Context: an optimization exercise on an open-source flow, tuned for small area, a short achievable clock period and few clock cycles per item. The choices shown serve that exercise and are no tape-out recipe.
RTL that was checked went through simulation tests only; none was proved equivalent to the original.
Only the layout flow was run in runs 1 to 3; the RTL was not checked for function there.

**design/flow/design.v**
```verilog
module tinyenc
#(
  parameter        SHL   =  4,
  parameter        SHR   =  5
)
(
   input     [15:0] delta,
   input     [ 2:0] round,
   input     [31:0] kh,
   input            g,
  output            valid,
  output     [31:0] rdata,
   input     [31:0] wdata,
   input            write,
   input            clk, rstb
);
reg        busy, wt;
reg [ 6:0] c;             
reg [15:0] p, q, sum;
assign valid = ~busy;
assign rdata = {q, p};
wire        step = busy & ~wt;
wire        rend = step & g;                  
wire [ 6:0] mask = ~(7'h7f << round);          
wire        last = &(c | ~mask);
wire [15:0] ka = kh[15:0];
wire [15:0] kb = kh[31:16];
wire [15:0] f  = ((q<<SHL) + ka) ^ (q + sum) ^ ((q>>SHR) + kb);
always @(negedge rstb or posedge clk) begin
  if (~rstb) busy <= 1'b0;
  else if (~busy) busy <= write;
  else if (rend & last) busy <= 1'b0;
end
always @(posedge clk) begin
  wt  <= ~busy & ~g;
  c   <= busy ? c + {6'd0, rend} : 7'd0;
  sum <= busy ? sum + (rend ? delta : 16'd0) : delta;
  if (~busy) begin
    if (write) begin
      p <= wdata[15:0];
      q <= wdata[31:16];
    end
  end
  else if (step) begin
    p <= q;
    q <= p + f;
  end
end
endmodule
module tinydec
#(
  parameter        SHL   =  4,
  parameter        SHR   =  5
)
(
   input     [15:0] delta,
   input     [ 2:0] round,
   input     [31:0] kh,
   input            g,
  output            valid,
  output     [31:0] rdata,
   input     [31:0] wdata,
   input            write,
   input            clk, rstb
);
reg        busy, wt;
reg [ 6:0] c;             
reg [15:0] p, q, sum;
assign valid = ~busy;
assign rdata = {p, q};
wire        step = busy & ~wt;
wire        rend = step & ~g;                 
wire [ 6:0] mask = ~(7'h7f << round);          
wire        last = &(c | ~mask);
wire [15:0] ka = kh[15:0];
wire [15:0] kb = kh[31:16];
wire [15:0] f  = ((q<<SHL) + ka) ^ (q + sum) ^ ((q>>SHR) + kb);
always @(negedge rstb or posedge clk) begin
  if (~rstb) busy <= 1'b0;
  else if (~busy) busy <= write;
  else if (rend & last) busy <= 1'b0;
end
always @(posedge clk) begin
  wt  <= ~busy & g;
  c   <= busy ? c + {6'd0, rend} : 7'd0;
  sum <= busy ? sum - (rend ? delta : 16'd0) : delta << round;
  if (~busy) begin
    if (write) begin
      p <= wdata[31:16];
      q <= wdata[15:0];
    end
  end
  else if (step) begin
    p <= q;
    q <= p - f;
  end
end
endmodule
module tea (
   input        clk,
   input        rstb,
   input [15:0] delta,
   input [ 2:0] round,
   input [63:0] key,
   input        enc_write,
   input [31:0] enc_wdata,
  output        enc_valid,
  output [31:0] enc_rdata,
   input        dec_write,
   input [31:0] dec_wdata,
  output        dec_valid,
  output [31:0] dec_rdata
);
reg        g;
reg [31:0] kreg;
always @(negedge rstb or posedge clk) begin
  if (~rstb) g <= 1'b0;
  else       g <= ~g;
end
always @(posedge clk) begin
  kreg <= g ? key[31:0] : key[63:32];
end
tinyenc #(
  .SHL(4),
  .SHR(5)
)
u_enc (
  .delta(delta),
  .round(round),
  .kh(kreg),
  .g(g),
  .valid(enc_valid),
  .rdata(enc_rdata),
  .wdata(enc_wdata),
  .write(enc_write),
  .clk(clk), .rstb(rstb)
);
tinydec #(
  .SHL(4),
  .SHR(5)
)
u_dec (
  .delta(delta),
  .round(round),
  .kh(kreg),
  .g(g),
  .valid(dec_valid),
  .rdata(dec_rdata),
  .wdata(dec_wdata),
  .write(dec_write),
  .clk(clk), .rstb(rstb)
);
endmodule
```
**design/flow/flow/run.sh**
```bash
#!/bin/bash
# Standard ORFS layout, with the port buffers made of buf_1 cells instead of
# the larger, slower cell buffer_ports picks by default.
set -o pipefail
export BUFFER_PORTS_ARGS="-buffer_cell sky130_fd_sc_hd__buf_1"
export SETUP_SLACK_MARGIN=6.9
bash standard.sh > standard.log 2>&1
```
**design/flow/standard.sh**
```bash
#!/bin/bash
# synth_recipe.tcl (not shown) runs the flow's synth.tcl, then flattens the netlist and writes it again
# the make line also repeats each setting of config.mk as NAME=value (left out here)
make -C /OpenROAD-flow-scripts/flow DESIGN_CONFIG=/design/flow/config.mk WORK_HOME=/design/flow/orfs CLKGATE_MAP_FILE= SYNTH_SCRIPT=/design/flow/synth_recipe.tcl "${@:-finish}"
```
**design/flow/config.mk**
```make
export PLATFORM = sky130hd
export DESIGN_NAME = tea
export DESIGN_NICKNAME = tea
export VERILOG_FILES = /design/flow/design.v
export SDC_FILE = /design/flow/constraint.sdc
export NUM_CORES = 4
export LEC_CHECK = 0
export CAP_MARGIN = 20
export CORE_MARGIN = 2
export CORE_UTILIZATION = 40
export SLEW_MARGIN = 20
```
**design/flow/constraint.sdc**
```tcl
create_clock -name core_clock -period 11.0 [get_ports {clk}]
set_input_delay 2.2000 -clock core_clock [delete_from_list [all_inputs] [get_ports {clk}]]
set_output_delay 2.2000 -clock core_clock [all_outputs]
set_load 0.01 [all_outputs]
```
==> run notes, run 1 <==
* Post-Syn Area per Cell at 9.48 um2
* Hold Path End: u_dec.wt
* Syn nets at 1626
* Share of layout cells above drive strength 1 at 19.6%
* Asr flop ratio synth at just over 2%
* Nets at 1896
* Die W at 181 um
* Vias in the first global route at approximately 10000
* Min-delay src: u_dec.busy
* Synth top area share at 15.3%
* CTS max path bufs at 2
* CP max FO at 3
* Yosys reg bits at 147
* Post-DP HPWL at 28700 um
* Clock Tree Root: clkbuf_16
* Io pins at ~220
* R2R depth at 16
* Fin area at roughly 15000 um2
* Min cycle time layout at between 4 and 5 ns
* Critical path type: reg -> reg
* Worst clock skew at 0.0126 ns
* Max stage delay on crit path at 0.43 ns
* Worst setup margin at 6.84 ns
* Yosys Warn Count at 3
* Worst EP required at 11.19 ns
* Number of flops mapped to enable cells by yosys at 64
* RSZ-0062 raised after global routing: true
* Area Growth Syn to Fin at 22.6%
* Fillers at about 3000
* Max_cap viols at 0
* Number of buffers added on ports at 216
* Critical path cell sequence: buf_6, ha_4, fa_2, a21o_1, a21o_1, a21oi_2, nor2b_1, o41a_1, a21o_1, a21oi_2, xnor2_1, xnor2_1, ha_1, a21o_1, or3_4, a311o_1
* Slew @ Worst Pin at 0.998 ns
* Final wirelength at 37600 um
* Clock Pin Slew Worst Setup and Hold Paths at 0.07 ns
* Starting density of the core at between 40% and 50%
* Synth area leaders: edfxtp_1, ha_1, dfxtp_1
* Main synth FF type: dfxtp_1
* Setup slack at placement at 6.25 ns
* Drt first pass iters at 5
* Clock latency (worst-skew pair) at 0.44 ns
* Synth area leader: edfxtp_1
* Commonest cells in the netlist: ha_1, xnor2_1, mux2_2
* Die footprint at 32800 um2
* Total clock buffers created by CTS at 17
* Slowest CP cell: edfxtp_1
* Global route overflow at 0
* Synth cell types at 75
* Startpoint Class: register
* H-tree Lvls at 4
* Tot GR Track Use at 22.4%
* Drt drc at 0
* Die height at 181 um
* Reg2reg start: u_enc.q[0]
* Core area at 30700 um2
* Most used cell along the critical path: a21o_1
* Worst Hold Class: reg -> reg
* Post-synthesis instance total at 1324
* Headroom to the max-slew limit at 33.5%
* Status: no timing/DRC/antenna violations
* Average wire per standard cell at ~19 um
* Worst Path Buf+Inv at 1
* Achievable Freq at around 0.24 GHz
* Vias per Instance at about 5.4
* CTS tree: yes
* Initial DRC Count at 654
* Final hold vios at 0
* Largest net degree at the start of global routing at 53
* Crit share post-route at about 38%
* Top Family by Delay on Critical Path: compound AO/OA/AOI/OAI gates
* Post-DRT Antenna Nets at 0
* Final setup violation count at 0
* Routability congestion estimate from global placement at just under 0.9
* Worst Hold Path Cells at 1
* CP arrival at 4.35 ns
* Mapped Area at 12600 um2
* First-pass GRT wire length at about 57000 um
* Max-slew violations at 0
* Row cnt at 64
* Initial antenna violation count at 0
* Final core occ at between 50% and 60%
* Vias at 10800
* # diodes at 0
* Post-Place Cell Area at 13900 um2
* RR Endpoint: u_enc.q[15]
* Sink Count at 147
* Setup TNS at 0 ns
* Crit path capture type: register
* Reg2reg setup slack at 6.84 ns
* Post-synthesis sequential area ratio at 28.7%
## metrics by stage
stage,cells,hold slack (ns)
finish,2003,0.510
global route,2003,0.537
CTS,1970,0.522
global placement,1914,0.497
detailed placement,1914,0.510
floorplan,1324,0.474
## flip-flops by register name, indices dropped and copies added, names as in the netlist, 7 cells and up
| register | flops |
|---|---|
| kreg | 32 |
| u_dec.p | 16 |
| u_dec.q | 16 |
| u_dec.sum | 16 |
| u_enc.p | 16 |
| u_enc.q | 16 |
| u_enc.sum | 16 |
| u_dec.c | 7 |
| u_enc.c | 7 |
## cell families after synthesis
group           count (synthesis)  share of synthesized area [%]
fa+ha+maj                     151                           15.6
simple gates                  322                           12.4
compound gates                325                           17.5
xor+xnor                      191                           13.6
flops                         147                           28.7
mux                           113                           9.99
buf+inv                        75                           2.25
## final cells by class
class | instances | area, um2 | share of cell area (%)
multi-input combinational | 1102 | 9120 | 59.2
sequential | 147 | 3610 | 23.4
timing repair buffer | 282 | 1420 | 9.19
tap | 396 | 495 | 3.22
clock buffer | 21 | 470 | 3.06
inverter | 44 | 165 | 1.07
clock inverter | 11 | 125 | 0.813
## worst max path at each step
| stage | startpoint | to | slack (ns) | depth (start not counted) |
|---|---|---|---|---|
| after global routing | u_enc.q[5] | u_enc.q[15] | 6.69 | 21 |
| after global placement | delta[0] | u_enc.sum[14] | 6.30 | 14 |
| final | u_enc.q[0] | u_enc.q[15] | 6.84 | 16 |
| after CTS | u_dec.busy | dec_valid | 6.90 | 4 |
| after floorplan | delta[0] | u_enc.sum[14] | 6.75 | 13 |
| after detailed placement | delta[1] | u_dec.sum[15] | 6.25 | 12 |
## placed cells by master (no fill, tap or decap), types with 17 or more instances in the layout
cell type  instances
buf_1            207
xnor2_1          136
ha_1             126
mux2_2            98
nand2_1           84
nor2_1            81
dfxtp_1           76
a21oi_1           73
edfxtp_1          64
buf_4             61
xor2_1            47
o21ai_0           42
a21o_1            39
inv_1             38
nor3_1            29
and2_1            24
nand3_1           22
a211oi_1          21
a21oi_2           20
o21a_1            19
o21ai_1           17
clkbuf_16         17
## per-layer routing
layer | routed length [um] | track usage [%] | part of all wire, %
met5 | 0 | 0 | 0
met4 | 497 | 4.85 | 1.3
met3 | 1550 | 3.57 | 4.1
met2 | 17700 | 37.6 | 47
met1 | 17800 | 30.3 | 47
## timing repair
| item | 4_1_cts | 5_1_grt |
|---|---|---|
| gates cloned | 1 | 0 |
| gates resized for setup | 39 | 69 |
| setup endpoints to repair | 21 | 21 |
| hold buffers | 0 | 0 |
| pin swaps | 35 | 65 |
| buffers inserted | 23 | 32 |
==> inputs of run 2 (changes only) <==
==> design/flow/flow/run.sh (replaced) <==
#!/bin/bash
# Standard ORFS layout, with the port buffers made of buf_1 cells instead of
# the larger, slower cell buffer_ports picks by default.
set -o pipefail
export BUFFER_PORTS_ARGS="-buffer_cell sky130_fd_sc_hd__buf_1"
bash standard.sh > standard.log 2>&1
--- a/design/flow/config.mk
+++ b/design/flow/config.mk
@@ -7,5 +7,8 @@
 export LEC_CHECK = 0
 export CAP_MARGIN = 20
 export CORE_MARGIN = 2
-export CORE_UTILIZATION = 40
+export CORE_UTILIZATION = 65
+export CTS_BUF_LIST = sky130_fd_sc_hd__clkbuf_8
+export CTS_CLUSTER_SIZE = 30
+export PLACE_DENSITY = 0.75
 export SLEW_MARGIN = 20
==> run 2 against run 1 <==
Net effect:
- die area down 38%
- global-route usage grew 10 points
- routed wire length fell by 11%
- sequential share of layout area grew 2.2 points
- maximum frequency fell by 22%
- worst hold slack lost 0.017 ns
- still clean
- first-iteration DRC count grew 10%
- final cell count decreased by 9.6%
- critical path type unchanged
==> run notes, run 2 <==
* Row cnt at 50 (-22%)
* Post-DP HPWL at 25900 um (-9.7%)
* Nets at 1839 (-3.0%)
* Synth top area share at 15.3% (unchanged)
* Die height at 143 um (-21%)
* Max-slew violations at 0 (unchanged)
* Drt first pass iters at 5 (unchanged)
* Post-CTS Setup Inserts at 0 (-100%)
* Clock Tree Root: clkbuf_8
* Final wirelength at 33600 um (-11%)
* Clock Pin Slew Worst Setup and Hold Paths at 0.09 ns (+0.02 ns)
* Die footprint at 20400 um2 (-38%)
* Post-synthesis sequential area ratio at 28.7% (unchanged)
* Main synth FF type: dfxtp_1
* Number of flops mapped to enable cells by yosys at 64 (unchanged)
* Worst hold slack at 0.493 ns (-0.0166 ns)
* Post-Syn Area per Cell at 9.48 um2 (unchanged)
* Final core occ at 74.6% (+25 points)
* Largest reg by FF count: kreg
* Initial DRC Count at 721 (+10%)
* Global route overflow at 0 (unchanged)
* Share of layout cells above drive strength 1 at 10.3% (-9.3 points)
* Final setup violation count at 0 (unchanged)
* Vias at 10700 (-1.6%)
* Worst Hold Class: reg -> reg
* Synth area leader: edfxtp_1
* Largest net degree at the start of global routing at 57 (+7.5%)
* Initial antenna violation count at 0 (unchanged)
* Average wire per standard cell at 18.6 um (-1.1%)
* Critical path type: reg -> reg
* Sink Count at 147 (unchanged)
* Routability congestion estimate from global placement at 0.906 (+3.5%)
* CP arrival at 5.70 ns (+1.35 ns)
* Clock latency (worst-skew pair) at 0.46 ns (+0.02 ns)
* Tot GR Track Use at 32.4% (+10 points)
* H-tree Lvls at 4 (unchanged)
* Crit share post-route at 48.6% (+11 points)
* Io pins at 217 (unchanged)
* Synth area leaders: edfxtp_1, ha_1, dfxtp_1
* Achievable Freq at 0.187 GHz (-22%)
* Vias per Instance at 5.89 (+8.9%)
* Worst EP required at 11.35 ns (+0.16 ns)
* Crit path capture type: register
* Max_cap viols at 0 (unchanged)
* Area Growth Syn to Fin at 11.9%
* Starting density of the core at 66.7% (+26 points)
* # diodes at 0 (unchanged)
* CTS tree: yes
* Drt drc at 0 (unchanged)
* Post-cts sizing count at 0 (-100%)
* Fillers at 1455 (-51%)
* Commonest cells in the netlist: ha_1, xnor2_1, mux2_2
* Asr flop ratio synth at 2.04% (unchanged)
* R2R depth at 17 (+1)
* Yosys Warn Count at 3 (unchanged)
* Post-synthesis instance total at 1324 (unchanged)
* Worst Hold Path Cells at 1 (unchanged)
* Vias in the first global route at 9706 (-6.2%)
* Worst clock skew at 0.0176 ns (+0.00500 ns)
* Slew @ Worst Pin at 0.922 ns (-0.0752 ns)
* RSZ-0062 raised after global routing: false
* CTS max path bufs at 2 (unchanged)
* Core area at 18800 um2 (-39%)
* Most frequent cells in the layout: buf_1, xnor2_1, ha_1, mux2_2, a21oi_1
* Status: no timing/DRC/antenna violations
* Syn nets at 1626 (unchanged)
* Total clock buffers created by CTS at 17 (unchanged)
* Startpoint Class: register
* Setup TNS at 0 ns (unchanged)
* Commonest non-fill, non-tap cell in the layout: buf_1
* Die W at 143 um (-21%)
* CP max FO at 53 (+50)
* Number of buffers added on ports at 216 (unchanged)
* Headroom to the max-slew limit at 38.5% (+5.0 points)
* First-pass GRT wire length at 50600 um (-11%)
* Yosys reg bits at 147 (unchanged)
* Mapped Area at 12600 um2 (unchanged)
* Synth cell types at 75 (unchanged)
* Max reg flops at 32 (unchanged)
* Final hold vios at 0 (unchanged)
* Post-DRT Antenna Nets at 0 (unchanged)
* Min cycle time layout at 5.34 ns (+1.18 ns)
* CTS Hold Buffers Added at 0 (unchanged)
==> run 2: cell types whose count changed in the layout (fill, tap and decap cells not counted), moves of 15 or more <==
cell       before  now
clkbuf_8        3   18
a21oi_2        20    1
ha_1          126  141
clkbuf_16      17    0
a21oi_1        73   92
buf_4          61    8
==> run 2: cell families after synthesis <==
family / synth area share, %
buffers and inverters: 2.25
muxes: 9.99
AOI/OAI and AO/OA: 17.5
adders and majority gates: 15.6
and+or+nand+nor: 12.4
DFF: 28.7
xor gates and xnor gates: 13.6
==> run 2: through the flow <==
step,std cells,worst slack (ns),instance area [um2]
2_1_floorplan,1324,6.02,12600
3_3_place_gp,1777,5.89,13700
3_5_place_dp,1777,5.73,13700
4_1_cts,1809,5.74,14000
5_1_grt,1810,5.14,14100
6_report,1810,5.66,14100
==> run 2: cell type report <==
cell class,instances,area [um2],share of cell area (%)
clock inverter,14,125,0.890
timing repair buffer,225,898,6.39
inverter,44,165,1.18
multi-input combinational,1102,8690,61.8
sequential,147,3600,25.6
tap,260,325,2.32
clock buffer,18,248,1.76
==> run 2: path summary, 6_finish.rpt <==
path / start / to / slack (ns)
worst max-delay path: u_enc.busy / u_enc.sum[14] / 5.66
worst min register to register: g / g / 0.49
max in group asynchronous: rstb / u_enc.busy / 9.24
worst min-delay path: g / g / 0.49
worst max register to register: u_enc.busy / u_enc.sum[14] / 5.66
min in group asynchronous: rstb / g / 1.55
==> run 2: worst max-delay path, stage by stage (launching register included) <==
cell and delay, ns:
dfrtp_2 0.35, buf_4 0.50, clkinv_1 0.81, nor3_1 0.81, buf_4 0.29, and2_1 0.14, ha_1 0.16, inv_1 0.06
fa_1 0.42, nor2b_1 0.12, o21ai_1 0.08, a21boi_1 0.21, o21ai_1 0.11, a21oi_1 0.26, o2111ai_1 0.22, a311oi_1 0.42
or4_1 0.18, nand3_1 0.06
==> run 2: routing by layer <==
layer / vias up / part of all wire (%) / global-route usage (%)
met5: - / 0 / 0
met4: 0 / 1.8 / 8.08
met3: 47 / 7.4 / 4.86
met2: 419 / 47 / 54.8
met1: 4938 / 44 / 43.6
li1: 5262 / - / -
==> inputs of run 3 (changes only) <==
--- a/design/flow/flow/run.sh
+++ b/design/flow/flow/run.sh
@@ -3,4 +3,5 @@
 # the larger, slower cell buffer_ports picks by default.
 set -o pipefail
 export BUFFER_PORTS_ARGS="-buffer_cell sky130_fd_sc_hd__buf_1"
+export SETUP_SLACK_MARGIN=7.0
 bash standard.sh > standard.log 2>&1
==> design/flow/config.mk (replaced) <==
export PLATFORM = sky130hd
export DESIGN_NAME = tea
export DESIGN_NICKNAME = tea
export VERILOG_FILES = /design/flow/design.v
export SDC_FILE = /design/flow/constraint.sdc
export NUM_CORES = 4
export LEC_CHECK = 0
export ABC_AREA = 1
export CAP_MARGIN = 20
export CORE_MARGIN = 2
export CORE_UTILIZATION = 40
export SLEW_MARGIN = 20
==> run 3 against run 2 <==
Net effect:
- core utilization down 28 points
- global-route usage down 7.8 points
- worst hold slack worse by 0.026 ns
- final cell count up 43%
- critical path depth down 1
- clock skew down 0.0047 ns
- non-clock buffer count up 11
==> run notes, run 3 <==
* Final hold vios at 0 (unchanged)
* Clock Pin Slew Worst Setup and Hold Paths at 0.07 ns (-0.02 ns)
* Mux cell area share after synthesis at 0.0746% (-9.9 points)
* Worst clock skew at 0.0129 ns (-0.00472 ns)
* Main synth FF type: dfxtp_1
* Initial DRC Count at 920 (+28%)
* Headroom to the max-slew limit at 29.4% (-9.1 points)
* Post-DRT Antenna Nets at 0 (unchanged)
* Nets at 2422 (+32%)
* Synth top area share at 17.5% (+2.2 points)
* Die height at 187 um (+31%)
* Tot GR Track Use at 24.6% (-7.8 points)
* Crit path capture type: register
* Max reg flops at 32 (unchanged)
* Final Instance Count excl. Fillers at 2581 (+43%)
* Post-synthesis sequential area ratio at 26.8% (-1.9 points)
* Number of buffers added on ports at 216 (unchanged)
* Share of layout cells above drive strength 1 at 4.97% (-5.4 points)
* Setup TNS at 0 ns (unchanged)
* H-tree Lvls at 4 (unchanged)
* Largest reg by FF count: kreg
* Final setup violation count at 0 (unchanged)
* Register area at 3600 um2 (about the same)
* Worst Hold Path Cells at 2 (+1)
* Commonest non-fill, non-tap cell in the layout: nand2_1
* Reg2reg setup slack at 7.22 ns (+1.56 ns)
* Die W at 187 um (+31%)
* Synth cell types at 59 (-21%)
* Area Growth Syn to Fin at 15.2%
* Post-Synth XOR/XNOR Area at 9.44% (-4.1 points)
* Initial antenna violation count at 1 (+1)
* Crit share post-route at 34.5% (-14 points)
* Mapped Area at 13400 um2 (+6.9%)
* Global route overflow at 0 (unchanged)
* First-pass GRT wire length at 66900 um (+32%)
* Worst hold slack at 0.468 ns (-0.0257 ns)
* Row cnt at 67 (+34%)
* Max-slew violations at 0 (unchanged)
* CP arrival at 4.17 ns (-1.53 ns)
* Fillers at 3484 (+140%)
* Drt first pass iters at 5 (unchanged)
* Total clock buffers created by CTS at 17 (unchanged)
* Yosys Warn Count at 3 (unchanged)
* Synth area leader: nand2_1
* CP max FO at 4 (-92%)
* RSZ-0062 raised after global routing: true
* Status: no timing/DRC/antenna violations
* Placed Cells at 2536 (+43%)
* Post-synthesis instance total at 1906 (+44%)
* # diodes at 0 (unchanged)
* Post-DP HPWL at 34400 um (+33%)
* Worst setup margin at 7.21 ns (+1.55 ns)
* Main combinational cell family by area after synthesis: simple AND/OR/NAND/NOR gates
* Clock Tree Root: clkbuf_16
* Post-Syn Area per Cell at 7.04 um2 (-26%)
* Starting density of the core at 40.3% (-26 points)
* Synth Area in Simple Gates at 27.7% (+15 points)
* Yosys reg bits at 147 (unchanged)
* Largest net degree at the start of global routing at 57 (unchanged)
* RR Endpoint: u_enc.q[15]
* Drt drc at 0 (unchanged)
* CTS max path bufs at 2 (unchanged)
* Area of the multi-input gates at 8950 um2 (+3.0%)
* Startpoint Class: input port
* Achievable Freq at 0.264 GHz (+41%)
* Synth area leaders: nand2_1, edfxtp_1, ha_1
* Worst EP required at 11.38 ns (+0.03 ns)
* Routability congestion estimate from global placement at 0.904 (-0.21%)
* Sink Count at 147 (unchanged)
* R2R depth at 18 (+1)
* Reg2reg start: u_enc.q[6]
* Critical path type: in -> reg
* Asr flop ratio synth at 2.04% (unchanged)
* Io pins at 217 (unchanged)
* Commonest cells in the netlist: nand2_1, inv_1, ha_1
* Crit path to: u_enc.sum[10]
* Synth Area in Compound Gates at 14.4% (-3.2 points)
* Clock latency (worst-skew pair) at 0.46 ns (about the same)
* Number of flops mapped to enable cells by yosys at 64 (unchanged)
* Min cycle time layout at 3.79 ns (-1.55 ns)
* Most frequent cells in the layout: nand2_1, buf_1, inv_1, ha_1
* Vias per Instance at 5.07 (-14%)
* Die footprint at 35000 um2 (+71%)
* Final wirelength at 43100 um (+28%)
* Average wire per standard cell at 16.7 um (-10%)
* Synth Area in Adders at 14.6% (-1.0 points)
* Worst Hold Class: reg -> reg
* Max_cap viols at 0 (unchanged)
* Setup slack at placement at 6.65 ns (+0.919 ns)
* Slew @ Worst Pin at 1.05 ns (+0.133 ns)
* CTS tree: yes
* Core area at 33300 um2 (+77%)
* Count leader, synth: nand2_1
* Syn nets at 2208 (+36%)
* Crit path from: delta[0]
* Vias at 13100 (+23%)
* Vias in the first global route at 12500 (+28%)
* Min-delay src: u_enc.c[6]
-- run 3: how the worst min path moves through the flow --
stage / end / slack (ns)
after floorplan: u_enc.c[5] / 0.44
after global placement: u_enc.c[6] / 0.45
after detailed placement: u_enc.c[6] / 0.46
after CTS: u_enc.c[6] / 0.47
after global routing: u_enc.c[6] / 0.50
final: u_enc.c[6] / 0.47
-- run 3: worst max-delay path: stages --
cell and delay (ns):
clkbuf_2 0.10, inv_1 0.08, nor2_1 0.13, ha_1 0.18, inv_1 0.06, fa_1 0.38, inv_1 0.08, nand2_1 0.06
nand2_1 0.06, nand2_1 0.06, nand2_2 0.11, a21oi_2 0.09, nor2_1 0.11, o2bb2ai_1 0.08, or2_2 0.28, a31oi_1 0.13
-- run 3: cells by family after synthesis --
family,after synthesis
AND/OR/NAND/NOR,901
multiplexers,1
AO/OA/AOI/OAI,323
adder cells (fa/ha/maj),151
flip-flops,147
XOR/XNOR,143
buffers and inverters,240
-- run 3: layer usage --
layer	vias up	GRT usage, %	share of wire, %
li1	6754	-	-
met1	5929	32.9	46
met2	353	41.2	47
met3	54	3.66	5.3
met4	0	7.14	2.1
met5	-	0	0
-- run 3: cell type report --
class                   instances  area share, %
inverters                     199           4.85
well taps                     448           3.62
clock inverters                11           1.13
clock buffers                  21           3.05
repair buffers                236           6.22
flip-flops and latches        147           23.3
multi-input cells            1519           57.9
-- run 3: through the flow --
| stage | utilization (%) | instance area (um2) |
|---|---|---|
| 4_1_cts | 46.0 | 15300 |
| 3_3_place_gp | 44.1 | 14700 |
| 6_report | 46.5 | 15500 |
| 2_1_floorplan | - | 13400 |
| 3_5_place_dp | 44.1 | 14700 |
| 5_1_grt | 46.5 | 15500 |
-- run 3: timing repair --
item                       CTS  global route
pin swaps                    0             1
setup endpoints to repair    1            11
resized for setup            1            14
hold buffers                 0             0
setup buffers                0            13
==> inputs of run 4 (changes only) <==
--- a/design/flow/design.v
+++ b/design/flow/design.v
@@ -25,7 +25,31 @@
 wire        last = &(c | ~mask);
 wire [15:0] ka = kh[15:0];
 wire [15:0] kb = kh[31:16];
-wire [15:0] f  = ((q<<SHL) + ka) ^ (q + sum) ^ ((q>>SHR) + kb);
+function [15:0] add16;
+  input [15:0] a, b;
+  input        ci;
+  integer i, l;
+  reg [15:0] g, p, g2, p2, x;
+  begin
+    x = a ^ b;
+    g = a & b;
+    p = x;
+    g[0] = g[0] | (p[0] & ci);
+    for (l = 0; l < 4; l = l + 1) begin
+      g2 = g;
+      p2 = p;
+      for (i = 0; i < 16; i = i + 1)
+        if ((i >> l) & 1) begin
+          g2[i] = g[i] | (p[i] & g[((i >> l) << l) - 1]);
+          p2[i] = p[i] & p[((i >> l) << l) - 1];
+        end
+      g = g2;
+      p = p2;
+    end
+    add16 = x ^ {g[14:0], ci};
+  end
+endfunction
+wire [15:0] f  = add16(q << SHL, ka, 1'b0) ^ add16(q, sum, 1'b0) ^ add16(q >> SHR, kb, 1'b0);
 always @(negedge rstb or posedge clk) begin
   if (~rstb) busy <= 1'b0;
   else if (~busy) busy <= write;
@@ -43,7 +67,7 @@
   end
   else if (step) begin
     p <= q;
-    q <= p + f;
+    q <= add16(p, f, 1'b0);
   end
 end
 endmodule
@@ -74,7 +98,31 @@
 wire        last = &(c | ~mask);
 wire [15:0] ka = kh[15:0];
 wire [15:0] kb = kh[31:16];
-wire [15:0] f  = ((q<<SHL) + ka) ^ (q + sum) ^ ((q>>SHR) + kb);
+function [15:0] add16;
+  input [15:0] a, b;
+  input        ci;
+  integer i, l;
+  reg [15:0] g, p, g2, p2, x;
+  begin
+    x = a ^ b;
+    g = a & b;
+    p = x;
+    g[0] = g[0] | (p[0] & ci);
+    for (l = 0; l < 4; l = l + 1) begin
+      g2 = g;
+      p2 = p;
+      for (i = 0; i < 16; i = i + 1)
+        if ((i >> l) & 1) begin
+          g2[i] = g[i] | (p[i] & g[((i >> l) << l) - 1]);
+          p2[i] = p[i] & p[((i >> l) << l) - 1];
+        end
+      g = g2;
+      p = p2;
+    end
+    add16 = x ^ {g[14:0], ci};
+  end
+endfunction
+wire [15:0] f  = add16(q << SHL, ka, 1'b0) ^ add16(q, sum, 1'b0) ^ add16(q >> SHR, kb, 1'b0);
 always @(negedge rstb or posedge clk) begin
   if (~rstb) busy <= 1'b0;
   else if (~busy) busy <= write;
@@ -92,7 +140,7 @@
   end
   else if (step) begin
     p <= q;
-    q <= p - f;
+    q <= add16(p, ~f, 1'b1);
   end
 end
 endmodule
==> design/flow/flow/run.sh (replaced) <==
#!/bin/bash
# Standard ORFS layout, with the port buffers made of buf_1 cells instead of
# the larger, slower cell buffer_ports picks by default.
set -o pipefail
export BUFFER_PORTS_ARGS="-buffer_cell sky130_fd_sc_hd__buf_1"
export SETUP_SLACK_MARGIN=6.5
bash standard.sh > standard.log 2>&1
--- a/design/flow/config.mk
+++ b/design/flow/config.mk
@@ -5,7 +5,6 @@
 export SDC_FILE = /design/flow/constraint.sdc
 export NUM_CORES = 4
 export LEC_CHECK = 0
-export ABC_AREA = 1
 export CAP_MARGIN = 20
 export CORE_MARGIN = 2
 export CORE_UTILIZATION = 40
==> run 4 against run 3 <==
Net effect:
- non-clock buffer count rose by 28
- register-to-register slack lost 0.75 ns
- critical path depth is 10 higher
- clock-buffer cell count fell by 2
- final cell count decreased by 28%
- first-iteration DRC count is 42% lower
- largest cell class unchanged
- highest routed layer unchanged
==> run notes, run 4 <==
* Die height at 176 um (-5.9%)
* Area of the multi-input gates at 8040 um2 (-10%)
* CP arrival at 4.71 ns (+0.54 ns)
* Clock latency (worst-skew pair) at 0.43 ns (-0.03 ns)
* # diodes at 0 (unchanged)
* Metal-1 WL at 15200 um (-23%)
* Nets at 1776 (-27%)
* Post-synthesis sequential area ratio at 30.4% (+3.6 points)
* Vias per Instance at 5.23 (+3.0%)
* Tot GR Track Use at 21.6% (-3.0 points)
* Register area at 3600 um2 (+0.14%)
* Count leader, synth: xnor2_1
* Achievable Freq at 0.221 GHz (-16%)
* Die footprint at 31000 um2 (-11%)
* Total clock buffers created by CTS at 17 (unchanged)
* Final Instance Count excl. Fillers at 1866 (-28%)
* Asr flop ratio synth at 2.04% (unchanged)
* Number of buffers added on ports at 216 (unchanged)
* Global route overflow at 0 (unchanged)
* Crit path capture type: register
* Initial antenna violation count at 0 (-1)
* CP max FO at 2 (-2)
* Post-DRT Antenna Nets at 0 (unchanged)
* Largest net degree at the start of global routing at 57 (unchanged)
* Post-synthesis instance total at 1212 (-36%)
* Reg2reg setup slack at 6.47 ns (-0.75 ns)
* Largest reg by FF count: kreg
* Row cnt at 63 (-6.0%)
* Worst Hold Class: reg -> reg
* Vias in the first global route at 9242 (-26%)
* Crit path from: u_dec.q[5]
* Most frequent cells in the layout: buf_1, xnor2_1, ha_1, mux2_2, nor2_1
* Post-DP HPWL at 25900 um (-25%)
* Yosys reg bits at 147 (unchanged)
* Crit path to: u_dec.q[5]
* Share of layout cells above drive strength 1 at 15.4% (+10 points)
* Setup TNS at 0 ns (unchanged)
* Worst hold slack at 0.515 ns (+0.0476 ns)
* Headroom to the max-slew limit at 33.7% (+4.2 points)
* Worst EP required at 11.18 ns (-0.20 ns)
* Io pins at 217 (unchanged)
* Synth top area share at 16.2% (-1.3 points)
* First-pass GRT wire length at 50900 um (-24%)
* DR top layer: met4
* Worst clock skew at 0.0107 ns (-0.00218 ns)
* RR Endpoint: u_dec.q[5]
* Routability congestion estimate from global placement at 0.878 (-2.9%)
* Syn nets at 1525 (-31%)
* Final wirelength at 33900 um (-21%)
* Startpoint Class: register
* Final setup violation count at 0 (unchanged)
* Core area at 29400 um2 (-12%)
* Synth cell types at 62 (+5.1%)
* Critical path type: reg -> reg
* Clock Tree Root: clkbuf_16
* Fillers at 2882 (-17%)
* Synth area leaders: edfxtp_1, ha_1, dfxtp_1
* Number of flops mapped to enable cells by yosys at 64 (unchanged)
* Mapped Area at 11900 um2 (-12%)
* Drt first pass iters at 6 (+1)
* Starting density of the core at 40.3% (about the same)
* RSZ-0062 raised after global routing: true
* Vias at 9750 (-26%)
* H-tree Lvls at 4 (unchanged)
* Initial DRC Count at 531 (-42%)
* CTS tree: yes
* Yosys Warn Count at 3 (unchanged)
* Placed Cells at 1791 (-29%)
* WL met3 at 1880 um (-18%)
* R2R depth at 26 (+8)
* Crit share post-route at 41.2% (+6.7 points)
* Average wire per standard cell at 18.1 um (+8.7%)
* Area Growth Syn to Fin at 19.8%
* Status: no timing/DRC/antenna violations
* Die W at 176 um (-5.9%)
* Post-Syn Area per Cell at 9.78 um2 (+39%)
* Reg2reg start: u_dec.q[5]
* Commonest non-fill, non-tap cell in the layout: buf_1
* CTS max path bufs at 2 (unchanged)
* Final hold vios at 0 (unchanged)
* CTS Hold Buffers Added at 0 (unchanged)
* Synth area leader: edfxtp_1
* Slew @ Worst Pin at 0.995 ns (-0.0597 ns)
* Met2 routed WL at 16300 um (-19%)
* Worst Hold Path Cells at 2 (unchanged)
* Max_cap viols at 0 (unchanged)
* Commonest cells in the netlist: xnor2_1, ha_1, mux2_2
* Max reg flops at 32 (unchanged)
* Max-slew violations at 0 (unchanged)
* Main synth FF type: dfxtp_1
* Clock Pin Slew Worst Setup and Hold Paths at 0.07 ns (about the same)
* Min cycle time layout at 4.53 ns (+0.741 ns)
* Sink Count at 147 (unchanged)
* Drt drc at 0 (unchanged)
run 4: cell types whose count changed in the layout (fill, tap and decap cells not counted), moves of 16 or more:
| cell | change |
|---|---|
| and2_1 | +23 |
| o21ai_0 | -59 |
| nor2_1 | -16 |
| buf_4 | +26 |
| xor2_1 | -53 |
| nor3_1 | +16 |
| nand2_1 | -548 |
| a21oi_1 | -34 |
| xnor2_1 | +79 |
| inv_1 | -122 |
| mux2_2 | +100 |
| nand3_1 | -93 |
run 4: worst min path at each step:
stage / endpoint / from
6_report: u_enc.c[6] / u_enc.c[6]
5_1_grt: u_enc.c[6] / u_enc.c[6]
4_1_cts: u_enc.c[6] / u_enc.c[6]
2_1_floorplan: u_enc.c[6] / u_enc.c[6]
3_5_place_dp: u_enc.c[6] / u_enc.c[6]
3_3_place_gp: u_enc.c[6] / u_enc.c[6]
run 4: metrics by stage:
stage	utilization, %	area [um2]	worst slack (ns)
3_5_place_dp	44.6	13100	6.08
6_report	48.3	14200	6.47
4_1_cts	47.4	13900	6.50
2_1_floorplan	-	11900	6.53
5_1_grt	48.3	14200	6.32
3_3_place_gp	44.6	13100	6.15
run 4: cells by family after synthesis:
logic type | Yosys count | synth area share (%)
buffers and inverters | 106 | 3.36
multiplexers | 114 | 10.8
AND/OR/NAND/NOR | 285 | 11.3
flip-flops | 147 | 30.4
XOR/XNOR | 175 | 13.2
AO/OA/AOI/OAI | 223 | 11.9
adder cells (fa/ha/maj) | 162 | 19.1
run 4: timing repair:
action,4_1_cts,5_1_grt
resized for setup,17,23
setup endpoints to repair,9,16
cloned,1,0
setup buffers,26,14
pin swaps,8,18
run 4: layer usage:
layer  global-route usage, %  up-vias
met1                    29.3     4652
li1                        -     4784
met5                       0        -
met4                    4.65        0
met3                    3.79       25
met2                    36.2      289
run 4: final cells by class:
cell class,instances,share of cell area (%)
flip-flops and latches,147,25.4
clock inverters,13,0.969
inverters,73,1.96
repair buffers,264,8.55
multi-input cells,959,56.6
clock buffers,19,3.05
repair inverters,1,0.0352
well taps,390,3.44
run 4: worst max-delay path, stage by stage (launching register included):
cell and delay (ns):
edfxtp_1 0.41, ha_1 0.17, inv_1 0.05, fa_2 0.37, nor2b_4 0.13, o21a_1 0.13
nor2_2 0.04, fa_1 0.48, xnor2_2 0.16, xor2_2 0.16, buf_4 0.15, buf_4 0.12
buf_4 0.12, buf_4 0.12, buf_4 0.12, buf_4 0.12, buf_4 0.12, buf_4 0.12
buf_4 0.12, buf_4 0.12, buf_4 0.12, buf_4 0.12, buf_4 0.12, inv_1 0.07
fa_1 0.19, xnor2_1 0.08, mux2_2 0.26
Testbench counts of run 4, summed over its fixed seeds: cycles 85,704, items 2,560.
==> inputs of run 5 (changes only) <==
==> design/flow/flow/run.sh (replaced) <==
#!/bin/bash
# Standard ORFS layout, with the port buffers made of buf_1 cells instead of
# the larger, slower cell buffer_ports picks by default.
set -o pipefail
export BUFFER_PORTS_ARGS="-buffer_cell sky130_fd_sc_hd__buf_1"
export SETUP_SLACK_MARGIN=6.9
bash standard.sh > standard.log 2>&1
==> run 5 against run 4 <==
Net effect:
- still clean on timing, DRC and antenna
- non-clock buffer count rose by 17
- final cell count rose by 0.96%
- routed wire length rose by 3.2%
- first-iteration DRC count rose by 1.3%
- worst hold slack improved by 0.021 ns
- synthesized cell count did not move
- flip-flop and latch count did not move
- critical endpoint is now u_dec.q[14]
- area after synthesis did not move
- maximum frequency rose by 2.2%
- register-to-register slack improved by 0.098 ns
- via count rose by 0.34%
==> run notes, run 5 <==
* Yosys Warn Count at 3 (unchanged)
* Die height at 176 um (unchanged)
* Post-synthesis sequential area ratio at 30.4% (unchanged)
* Final Instance Count excl. Fillers at 1884 (+0.96%)
* Max reg flops at 32 (unchanged)
* Drt drc at 0 (unchanged)
* Io pins at 217 (unchanged)
* Die W at 176 um (unchanged)
* Sink Count at 147 (unchanged)
* Headroom to the max-slew limit at 38.0% (+4.3 points)
* Min-delay src: u_enc.c[6]
* Placed Cells at 1794 (+0.17%)
* RSZ-0062 raised after global routing: true
* CP arrival at 4.63 ns (-0.08 ns)
* Reg2reg start: u_dec.q[5]
* Mapped Area at 11900 um2 (unchanged)
* Largest reg by FF count: kreg
* Yosys reg bits at 147 (unchanged)
* Worst clock skew at 0.0119 ns (+0.00120 ns)
* Slew @ Worst Pin at 0.930 ns (-0.0650 ns)
* Routability congestion estimate from global placement at 0.883 (+0.59%)
* Worst Hold Class: reg -> reg
* Number of flops mapped to enable cells by yosys at 64 (unchanged)
* CTS max path bufs at 2 (unchanged)
* Fin area at 14700 um2 (+3.4%)
* Synth Area in Adders at 19.1% (unchanged)
* Clock Pin Slew Worst Setup and Hold Paths at 0.07 ns (about the same)
* Main combinational cell family by area after synthesis: adder cells
* Post-DRT Antenna Nets at 0 (unchanged)
* Average wire per standard cell at 18.6 um (+2.2%)
* Final hold vios at 0 (unchanged)
* Mux cell area share after synthesis at 10.8% (unchanged)
* Commonest non-fill, non-tap cell in the layout: buf_1
* Crit path capture type: register
* RR Endpoint: u_dec.q[14]
* Asr flop ratio synth at 2.04% (unchanged)
* Most frequent cells in the layout: buf_1, xnor2_1, ha_1, mux2_2, nor2_1
* Final setup violation count at 0 (unchanged)
* R2R depth at 18 (-31%)
* Clock latency (worst-skew pair) at 0.45 ns (+0.02 ns)
* Vias at 9783 (+0.34%)
* CTS tree: yes
* Number of buffers added on ports at 216 (unchanged)
* Post-Syn Area per Cell at 9.78 um2 (unchanged)
* Total clock buffers created by CTS at 17 (unchanged)
* Core area at 29400 um2 (unchanged)
* Startpoint Class: register
* Largest net degree at the start of global routing at 55 (-3.5%)
* Synth area leader: edfxtp_1
* Global route overflow at 0 (unchanged)
* Worst setup margin at 6.57 ns (+0.0977 ns)
* Most used cell along the critical path: xor2_1
* Worst hold slack at 0.537 ns (+0.0212 ns)
* Count leader, synth: xnor2_1
* Max-slew violations at 0 (unchanged)
* Commonest cells in the netlist: xnor2_1, ha_1, mux2_2
* Share of layout cells above drive strength 1 at 20.1% (+4.7 points)
* First-pass GRT wire length at 51700 um (+1.7%)
* Post-Place Cell Area at 13200 um2 (+1.1%)
* Nets at 1792 (+0.90%)
* Status: no timing/DRC/antenna violations
* Vias in the first global route at 9419 (+1.9%)
* Crit share post-route at 40.3% (-0.89 points)
* Max stage delay on crit path at 0.52 ns (+0.04 ns)
* Final wirelength at 35000 um (+3.2%)
* Achievable Freq at 0.225 GHz (+2.2%)
* Row cnt at 63 (unchanged)
* Synth area leaders: edfxtp_1, ha_1, dfxtp_1
* Main synth FF type: dfxtp_1
* Max_cap viols at 0 (unchanged)
* Setup slack at placement at 6.27 ns (+0.185 ns)
* Vias per Instance at 5.19 (-0.62%)
* Min cycle time layout at 4.43 ns (-0.0977 ns)
* Reg2reg setup slack at 6.57 ns (+0.10 ns)
* Worst Hold Path Cells at 2 (unchanged)
* Synth Area in Simple Gates at 11.3% (unchanged)
* Hold Path End: u_enc.c[6]
* Final core occ at 49.9% (+1.6 points)
* Initial antenna violation count at 3 (+3)
* Synth top area share at 16.2% (unchanged)
* Post-Synth XOR/XNOR Area at 13.2% (unchanged)
* H-tree Lvls at 4 (unchanged)
* Initial DRC Count at 538 (+1.3%)
* Setup TNS at 0 ns (unchanged)
* Clock Tree Root: clkbuf_16
* CTS Hold Buffers Added at 0 (unchanged)
* Tot GR Track Use at 22.0% (+0.37 points)
* Slowest CP cell: fa_1
* Drt first pass iters at 5 (-1)
* Synth cell types at 62 (unchanged)
* Area Growth Syn to Fin at 23.9%
* Starting density of the core at 40.3% (unchanged)
* Synth Area in Compound Gates at 11.9% (unchanged)
* Post-synthesis instance total at 1212 (unchanged)
* CP max FO at 2 (unchanged)
* Syn nets at 1525 (unchanged)
* Worst EP required at 11.20 ns (+0.02 ns)
* Post-DP HPWL at 26600 um (+2.3%)
* Die footprint at 31000 um2 (unchanged)
* Critical path cell sequence: ha_2, inv_2, fa_2, nor2b_2, o21a_1, nor2_1, fa_1, xnor2_1, xor2_1, ha_1, o21ai_1, o21bai_1, or4_4, a31o_1, o41a_1, a21o_1, xor2_1, mux2_2
* Critical path type: reg -> reg
-- run 5: cell counts after synthesis --
Identical to the previous run, type by type.
-- run 5: area by class of cell --
| class | instances | area [um2] |
|---|---|---|
| diodes | 2 | 5.00 |
| clock inverters | 13 | 138 |
| flip-flops and latches | 147 | 3600 |
| fillers | 2765 | 14700 |
| well taps | 390 | 488 |
| clock buffers | 19 | 433 |
| multi-input cells | 959 | 8320 |
| repair buffers | 281 | 1410 |
| inverters | 73 | 277 |
-- run 5: critical path, delay by kind of cell, from the launching register on --
family                   cells  cell delay, ns
buffers and inverters        1            0.03
XOR/XNOR                     3            0.50
adder cells (fa/ha/maj)      4            1.32
AND/OR/NAND/NOR              3            0.62
flip-flops                   1            0.37
AO/OA/AOI/OAI                6            1.08
multiplexers                 1            0.25
-- run 5: kinds of logic (layout without fill, tap and decap cells) --
logic type,Yosys count,count (layout)
buffers and inverters,106,386
DFF,147,147
muxes,114,114
xor gates and xnor gates,175,175
AOI/OAI and AO/OA,223,223
adders and majority gates,162,162
and+or+nand+nor,285,285
other,0,2
-- run 5: what timing repair did --
action,4_1_cts,5_1_grt
pin swaps,19,39
endpoints found under the setup margin,16,29
gates resized for setup,24,82
setup buffers,33,22
-- run 5: worst max-delay path by stage --
stage / from / end / slack, ns
2_1_floorplan: u_dec.q[0] / u_dec.q[14] / 6.72
3_3_place_gp: u_enc.q[5] / u_enc.q[15] / 6.38
3_5_place_dp: u_enc.q[5] / u_enc.q[15] / 6.27
4_1_cts: u_dec.q[5] / u_dec.q[15] / 6.61
5_1_grt: u_dec.q[5] / u_dec.q[14] / 6.39
6_report: u_dec.q[5] / u_dec.q[14] / 6.57
-- run 5: layer usage --
layer | GRT usage (%) | share of wire [%] | up-vias
li1 | - | - | 4810
met1 | 28.7 | 45 | 4665
met2 | 37.7 | 48 | 269
met3 | 3.96 | 5.8 | 39
met4 | 5.58 | 1.7 | 0
met5 | 0 | 0 | -
==> inputs of run 6 (changes only) <==
==> design/flow/flow/run.sh (replaced) <==
#!/bin/bash
# Standard ORFS layout, with the port buffers made of buf_1 cells instead of
# the larger, slower cell buffer_ports picks by default.
set -o pipefail
export BUFFER_PORTS_ARGS="-buffer_cell sky130_fd_sc_hd__buf_1"
export SETUP_SLACK_MARGIN=7.0
bash standard.sh > standard.log 2>&1
--- a/design/flow/config.mk
+++ b/design/flow/config.mk
@@ -5,6 +5,7 @@
 export SDC_FILE = /design/flow/constraint.sdc
 export NUM_CORES = 4
 export LEC_CHECK = 0
+export ABC_AREA = 1
 export CAP_MARGIN = 20
 export CORE_MARGIN = 2
 export CORE_UTILIZATION = 40
==> run 6 against run 5 <==
Net effect:
- via count grew 22%
- sequential share of layout area shrank 0.32 points
- clock-buffer cell count shrank 2
- first-iteration DRC count grew 16%
- flip-flop and latch count is the same
- largest cell class unchanged
- critical endpoint is now u_dec.q[8]
- area after synthesis grew 5.6%
- synthesized cell count grew 41%
==> run notes, run 6 <==
* Average wire per standard cell at 16.6 um (-10%)
* Die W at 181 um (+2.7%)
* Post-synthesis instance total at 1712 (+41%)
* Initial DRC Count at 624 (+16%)
* Fillers at 3139 (+14%)
* Die footprint at 32700 um2 (+5.4%)
* Core area at 30700 um2 (+4.3%)
* Max_cap viols at 0 (unchanged)
* Critical path type: reg -> reg
* Startpoint Class: register
* Tot GR Track Use at 23.8% (+1.7 points)
* Crit share post-route at 35.3% (-5.0 points)
* Area of the multi-input gates at 8130 um2 (-2.3%)
* Headroom to the max-slew limit at 56.8% (+19 points)
* Yosys reg bits at 147 (unchanged)
* Worst clock skew at 0.0170 ns (+0.00505 ns)
* Slew @ Worst Pin at 0.648 ns (-0.283 ns)
* Final setup violation count at 0 (unchanged)
* H-tree Lvls at 4 (unchanged)
* CTS tree: yes
* Commonest cells in the netlist: nand2_1, inv_1, ha_1
* Worst hold slack at 0.521 ns (-0.0160 ns)
* Number of flops mapped to enable cells by yosys at 64 (unchanged)
* CP arrival at 4.08 ns (-0.55 ns)
* Mapped Area at 12500 um2 (+5.6%)
* Slowest CP cell: fa_1
* Max reg flops at 32 (unchanged)
* Register area at 3600 um2 (-0.10%)
* Post-Syn Area per Cell at 7.31 um2 (-25%)
* Placed Cells at 2292 (+28%)
* Largest net degree at the start of global routing at 68 (+24%)
* Routability congestion estimate from global placement at 0.923 (+4.6%)
* Starting density of the core at 40.8% (+0.48 points)
* Drt drc at 0 (unchanged)
* Syn nets at 2025 (+33%)
* Final wirelength at 39300 um (+12%)
* Yosys Warn Count at 3 (unchanged)
* Synth area leaders: nand2_1, edfxtp_1, ha_1
* Number of buffers added on ports at 216 (unchanged)
* Critical path cell sequence: ha_1, inv_1, fa_2, nand3b_1, nand2_1, inv_1, fa_1, xor2_1, xor2_1, inv_1, ha_1, nand4_1, o211ai_4, fa_2, nand2_1, nand2_1
* Synth area leader: nand2_1
* Vias in the first global route at 11400 (+21%)
* Setup TNS at 0 ns (unchanged)
* Main synth FF type: dfxtp_1
* Total clock buffers created by CTS at 17 (unchanged)
* Sink Count at 147 (unchanged)
* Synth cell types at 49 (-21%)
* Drt first pass iters at 5 (unchanged)
* Largest reg by FF count: kreg
* Count leader, synth: nand2_1
* Clock Tree Root: clkbuf_16
* Final hold vios at 0 (unchanged)
* Worst Hold Path Cells at 2 (unchanged)
* Max-slew violations at 0 (unchanged)
* Achievable Freq at 0.257 GHz (+14%)
* Status: no timing/DRC/antenna violations
* Share of layout cells above drive strength 1 at 7.78% (-12 points)
* Synth top area share at 16.2% (-0.045 points)
* Nets at 2266 (+26%)
* Die height at 181 um (+2.7%)
* Asr flop ratio synth at 2.04% (unchanged)
* Commonest non-fill, non-tap cell in the layout: nand2_1
* Clock Pin Slew Worst Setup and Hold Paths at 0.07 ns (about the same)
* Final Instance Count excl. Fillers at 2363 (+25%)
* CP max FO at 5 (+3)
* Post-synthesis sequential area ratio at 28.8% (-1.6 points)
* CTS max path bufs at 2 (unchanged)
* Vias at 11900 (+22%)
* Io pins at 217 (unchanged)
* Post-DP HPWL at 31000 um (+17%)
* First-pass GRT wire length at 60400 um (+17%)
* Vias per Instance at 5.05 (-2.7%)
* Most frequent cells in the layout: nand2_1, inv_1, buf_1, ha_1, o21ai_0
* Initial antenna violation count at 2 (-1)
* Worst EP required at 11.20 ns (about the same)
* Crit path capture type: register
* Worst Hold Class: reg -> reg
* Area Growth Syn to Fin at 18.8%
* Global route overflow at 0 (unchanged)
* Post-DRT Antenna Nets at 0 (unchanged)
* Clock latency (worst-skew pair) at 0.44 ns (about the same)
* RSZ-0062 raised after global routing: true
* Min cycle time layout at 3.89 ns (-0.548 ns)
* Row cnt at 64 (+1.6%)
* Max stage delay on crit path at 0.51 ns (about the same)
* R2R depth at 16 (-2)
==> run 6: layer usage <==
metal / share of wire [%] / track usage [%] / vias up
li1: - / - / 6031
met1: 43 / 29.9 / 5544
met2: 49 / 41.7 / 313
met3: 5.1 / 3.55 / 50
met4: 2.3 / 7.71 / 0
met5: 0 / 0 / -
==> run 6: worst max-delay path: cells and delay by family, from the launching register on <==
kind,cells,cell delay (ns)
XOR/XNOR,2,0.38
adder cells (fa/ha/maj),5,1.82
flip-flops,1,0.47
AO/OA/AOI/OAI,1,0.26
AND/OR/NAND/NOR,5,0.53
buffers and inverters,3,0.20
==> run 6: final timing paths <==
kind | from | end | slack [ns]
worst max-delay path | u_dec.q[5] | u_dec.q[8] | 7.11
worst min-delay path | u_dec.c[2] | u_dec.c[2] | 0.52
worst max register to register | u_dec.q[5] | u_dec.q[8] | 7.11
worst min register to register | u_dec.c[2] | u_dec.c[2] | 0.52
max in group asynchronous | rstb | u_dec.busy | 9.17
min in group asynchronous | rstb | u_enc.busy | 1.61
==> run 6: cell type report <==
| type | count | share of cell area, % |
|---|---|---|
| clock buffers | 17 | 2.86 |
| clock inverters | 15 | 1.20 |
| flip-flops and latches | 147 | 24.2 |
| diodes | 1 | 0.0168 |
| well taps | 396 | 3.33 |
| repair buffers | 262 | 7.94 |
| multi-input cells | 1300 | 54.7 |
| inverters | 225 | 5.68 |
==> run 6: cells by family (layout without fill, tap and decap cells) <==
group | Yosys count | in the layout | synth area share (%)
simple gates | 764 | 764 | 24.7
mux | 3 | 3 | 0.240
compound gates | 246 | 246 | 11.4
flops | 147 | 147 | 28.8
buf+inv | 265 | 519 | 8.02
fa+ha+maj | 162 | 162 | 18.1
xor+xnor | 125 | 125 | 8.75
other cells | 0 | 1 | 0
==> run 6: metrics by stage <==
step	worst slack [ns]	utilization, %	instance area [um2]
6_report	7.11	48.4	14900
5_1_grt	6.88	48.4	14900
4_1_cts	6.95	47.1	14400
3_5_place_dp	6.67	44.8	13700
3_3_place_gp	6.71	44.8	13700
2_1_floorplan	7.04	-	12500
==> run 6: timing repair <==
item                                    4_1_cts  5_1_grt
buffers inserted                             10       27
endpoints found under the setup margin       13       18
resized for setup                             4       55
pin swaps                                     4       41
hold buffers                                  0        0
endpoints found under the hold margin         0        0
==> inputs of run 7 (changes only) <==
==> design/flow/flow/run.sh (replaced) <==
#!/bin/bash
# Standard ORFS layout, with the port buffers made of buf_1 cells instead of
# the larger, slower cell buffer_ports picks by default.
set -o pipefail
export BUFFER_PORTS_ARGS="-buffer_cell sky130_fd_sc_hd__buf_1"
export SETUP_SLACK_MARGIN=7.2
bash standard.sh > standard.log 2>&1
--- a/design/flow/config.mk
+++ b/design/flow/config.mk
@@ -8,5 +8,7 @@
 export ABC_AREA = 1
 export CAP_MARGIN = 20
 export CORE_MARGIN = 2
-export CORE_UTILIZATION = 40
+export CORE_UTILIZATION = 55
+export CTS_BUF_LIST = sky130_fd_sc_hd__clkbuf_8
+export PLACE_DENSITY = 0.7
 export SLEW_MARGIN = 20
==> run 7 against run 6 <==
Net effect:
- global-route usage up 8.1 points
- register-to-register slack about the same
- setup slack worse by 0.0061 ns
- final cell count down 4.4%
- synthesized cell count unchanged
- critical path depth up 6
- critical endpoint is now u_dec.q[15]
==> run notes, run 7 <==
* R2R depth at 22 (+6)
* Placed Cells at 2181 (-4.8%)
* Worst EP required at 11.25 ns (+0.05 ns)
* Die W at 155 um (-14%)
* Status: no timing/DRC/antenna violations
* Largest net degree at the start of global routing at 67 (-1.5%)
* H-tree Lvls at 4 (unchanged)
* CTS max path bufs at 2 (unchanged)
* Share of layout cells above drive strength 1 at 11.9% (+4.1 points)
* Sink Count at 147 (unchanged)
* Synth area leader: nand2_1
* Nets at 2274 (+0.35%)
* Total clock buffers created by CTS at 17 (unchanged)
* Starting density of the core at 55.6% (+15 points)
* Clock Pin Slew Worst Setup and Hold Paths at 0.10 ns (+0.03 ns)
* CTS tree: yes
* Max reg flops at 32 (unchanged)
* Reg2reg setup slack at 7.11 ns (about the same)
* Most frequent cells in the layout: nand2_1, buf_1, inv_1, ha_1, nor2_1
* Vias in the first global route at 11600 (+1.2%)
* Fin area at 14900 um2 (about the same)
* First-pass GRT wire length at 58800 um (-2.6%)
* Drt drc at 0 (unchanged)
* Synth area leaders: nand2_1, edfxtp_1, ha_1
* Asr flop ratio synth at 2.04% (unchanged)
* Number of flops mapped to enable cells by yosys at 64 (unchanged)
* Core area at 22500 um2 (-27%)
* Max_cap viols at 0 (unchanged)
* Post-DRT Antenna Nets at 0 (unchanged)
* Average wire per standard cell at 17.2 um (+3.3%)
* RR Endpoint: u_dec.q[15]
* Io pins at 217 (unchanged)
* Startpoint Class: register
* Post-synthesis sequential area ratio at 28.8% (unchanged)
* Worst setup margin at 7.11 ns (-0.00611 ns)
* Die footprint at 24000 um2 (-27%)
* Initial antenna violation count at 0 (-2)
* Worst Hold Class: reg -> reg
* Min cycle time layout at 3.89 ns (+0.00611 ns)
* Post-Place Cell Area at 13600 um2 (-0.73%)
* RSZ-0062 raised after global routing: true
* Clock Tree Root: clkbuf_8
* Hold Path End: u_enc.c[6]
* Main synth FF type: dfxtp_1
* Routability congestion estimate from global placement at 0.938 (+1.5%)
* Number of buffers added on ports at 216 (unchanged)
* Achievable Freq at 0.257 GHz (-0.16%)
* Reg2reg start: u_dec.q[5]
* Headroom to the max-slew limit at 60.0% (+3.1 points)
* Worst clock skew at 0.0174 ns (+0.000443 ns)
* Crit share post-route at 35.4% (+0.056 points)
* Synth top area share at 16.2% (unchanged)
* CTS Hold Buffers Added at 0 (unchanged)
* CP max FO at 3 (-2)
* Final wirelength at 38800 um (-1.2%)
* Post-DP HPWL at 29300 um (-5.3%)
* Worst hold slack at 0.544 ns (+0.0233 ns)
* Min-delay src: u_enc.c[6]
* Clock latency (worst-skew pair) at 0.49 ns (+0.05 ns)
* Slew @ Worst Pin at 0.600 ns (-0.0477 ns)
* Yosys Warn Count at 3 (unchanged)
* Setup TNS at 0 ns (unchanged)
* Global route overflow at 0 (unchanged)
* Yosys reg bits at 147 (unchanged)
* Max-slew violations at 0 (unchanged)
* Syn nets at 2025 (unchanged)
* Setup slack at placement at 6.77 ns (+0.0947 ns)
* Row cnt at 55 (-14%)
* Vias at 12200 (+2.3%)
* Largest reg by FF count: kreg
* Initial DRC Count at 909 (+46%)
* Drt first pass iters at 5 (unchanged)
* Area Growth Syn to Fin at 18.8% (about the same)
* Commonest non-fill, non-tap cell in the layout: nand2_1
* Critical path type: reg -> reg
* Commonest cells in the netlist: nand2_1, inv_1, ha_1
* Post-Syn Area per Cell at 7.31 um2 (unchanged)
* # diodes at 0 (-1)
* Post-synthesis instance total at 1712 (unchanged)
* Worst Hold Path Cells at 2 (unchanged)
* CP arrival at 4.14 ns (+0.06 ns)
* Count leader, synth: nand2_1
* Synth cell types at 49 (unchanged)
* Die height at 155 um (-14%)
* Crit path capture type: register
* Tot GR Track Use at 31.9% (+8.1 points)
* Final setup violation count at 0 (unchanged)
* Vias per Instance at 5.41 (+7.0%)
* Final hold vios at 0 (unchanged)
* Mapped Area at 12500 um2 (unchanged)
* Final Instance Count excl. Fillers at 2259 (-4.4%)
==> run 7: cell counts after synthesis <==
No cell type changed its count.
==> run 7: metrics by stage <==
stage	util, %
after detailed placement	60.6
after CTS	63.8
after floorplan	-
final	66.1
after global placement	60.6
after global routing	66.1
==> run 7: cell families (layout without fill, tap and decap cells) <==
family / Yosys count / after routing / synth area share, %
simple gates: 764 / 764 / 24.7
buf+inv: 265 / 527 / 8.02
compound gates: 246 / 246 / 11.4
fa+ha+maj: 162 / 162 / 18.1
flops: 147 / 147 / 28.8
xor+xnor: 125 / 125 / 8.75
mux: 3 / 3 / 0.240
==> run 7: per-layer routing <==
layer,global-route usage [%],part of all wire (%),wire (um),vias up
met4,13.7,4.1,1590,0
met2,56.2,49,19000,454
met3,4.37,6.3,2450,98
li1,-,-,-,6036
met1,39.1,41,15800,5622
met5,0,0,0,-
==> run 7: timing repair <==
item | 4_1_cts | 5_1_grt
buffers inserted | 31 | 14
pin swaps | 29 | 80
cloned | 0 | 0
resized for setup | 35 | 104
endpoints found under the setup margin | 18 | 25
==> run 7: worst max path at each step <==
stage                     from             to  cells after the start
floorplan             delta[1]  u_enc.sum[10]                     14
global placement      delta[0]  u_enc.sum[10]                     16
detailed placement    delta[1]  u_dec.sum[15]                     14
CTS                 u_dec.q[0]    u_dec.q[15]                     25
global route        u_enc.q[0]    u_enc.q[15]                     23
finish              u_dec.q[5]    u_dec.q[15]                     22
==> run 7: layout make-up <==
class | instances | area [um2]
clock buffers | 17 | 234
clock inverters | 15 | 131
fillers | 2043 | 7640
inverters | 225 | 857
multi-input cells | 1300 | 8410
flip-flops and latches | 147 | 3600
well taps | 285 | 357
repair buffers | 270 | 1280
==> run 7: worst max-delay path, cell delays in order, from the launching register on <==
cell	delay, ns
edfxtp_1	0.45
ha_2	0.21
inv_2	0.04
fa_2	0.34
nand3b_1	0.17
nand2_2	0.09
nand2_1	0.07
nand2_2	0.09
inv_2	0.05
fa_2	0.56
xnor2_2	0.15
xor2_2	0.24
ha_2	0.22
a21oi_2	0.05
nor2_1	0.11
nor2_1	0.07
nor2_1	0.16
nor2_2	0.07
o21a_1	0.19
nand2_2	0.08
nand3_1	0.08
nand3_1	0.09
nand2_1	0.05

## separate check: timing with driven ports
The results above use ideal ports. As a check the final layouts listed here were re-extracted and re-timed, cells and wires unchanged. Step 1 assumes that a clkbuf_16 drives the clock port and a buf_2 every other input. Step 2 adds t to the input delays and takes it off the output delays; t is the mean of the earliest and latest rising clock arrival at the registers after step 1. Input paths then give back, and output paths get back, about the clock's delay inside the block. Three values: ideal ports, drivers, drivers and shift; two values: the first two.
| run | t (ns) | setup slack, ns | clock arrival spread, ns |
|---|---|---|---|
| run 1 | 0.487 | 6.838 / 6.838 / 6.369 | 0.016 / 0.015 |
| run 2 | 0.502 | 5.656 / 5.656 / 5.656 | 0.019 / 0.019 |
| run 3 | 0.500 | 7.209 / 7.199 / 6.730 | 0.013 / 0.013 |
| run 4 | 0.472 | 6.467 / 6.467 / 6.278 | 0.011 / 0.011 |
| run 5 | 0.489 | 6.565 / 6.565 / 6.489 | 0.012 / 0.012 |
| run 6 | 0.479 | 7.113 / 7.113 / 6.677 | 0.017 / 0.017 |
| run 7 | 0.526 | 7.107 / 7.107 / 6.798 | 0.018 / 0.017 |
After both steps every run listed still meets setup and hold. The setup slack of run 3, which loses most, moves by -0.010 ns with the drivers and by -0.479 ns with both steps.
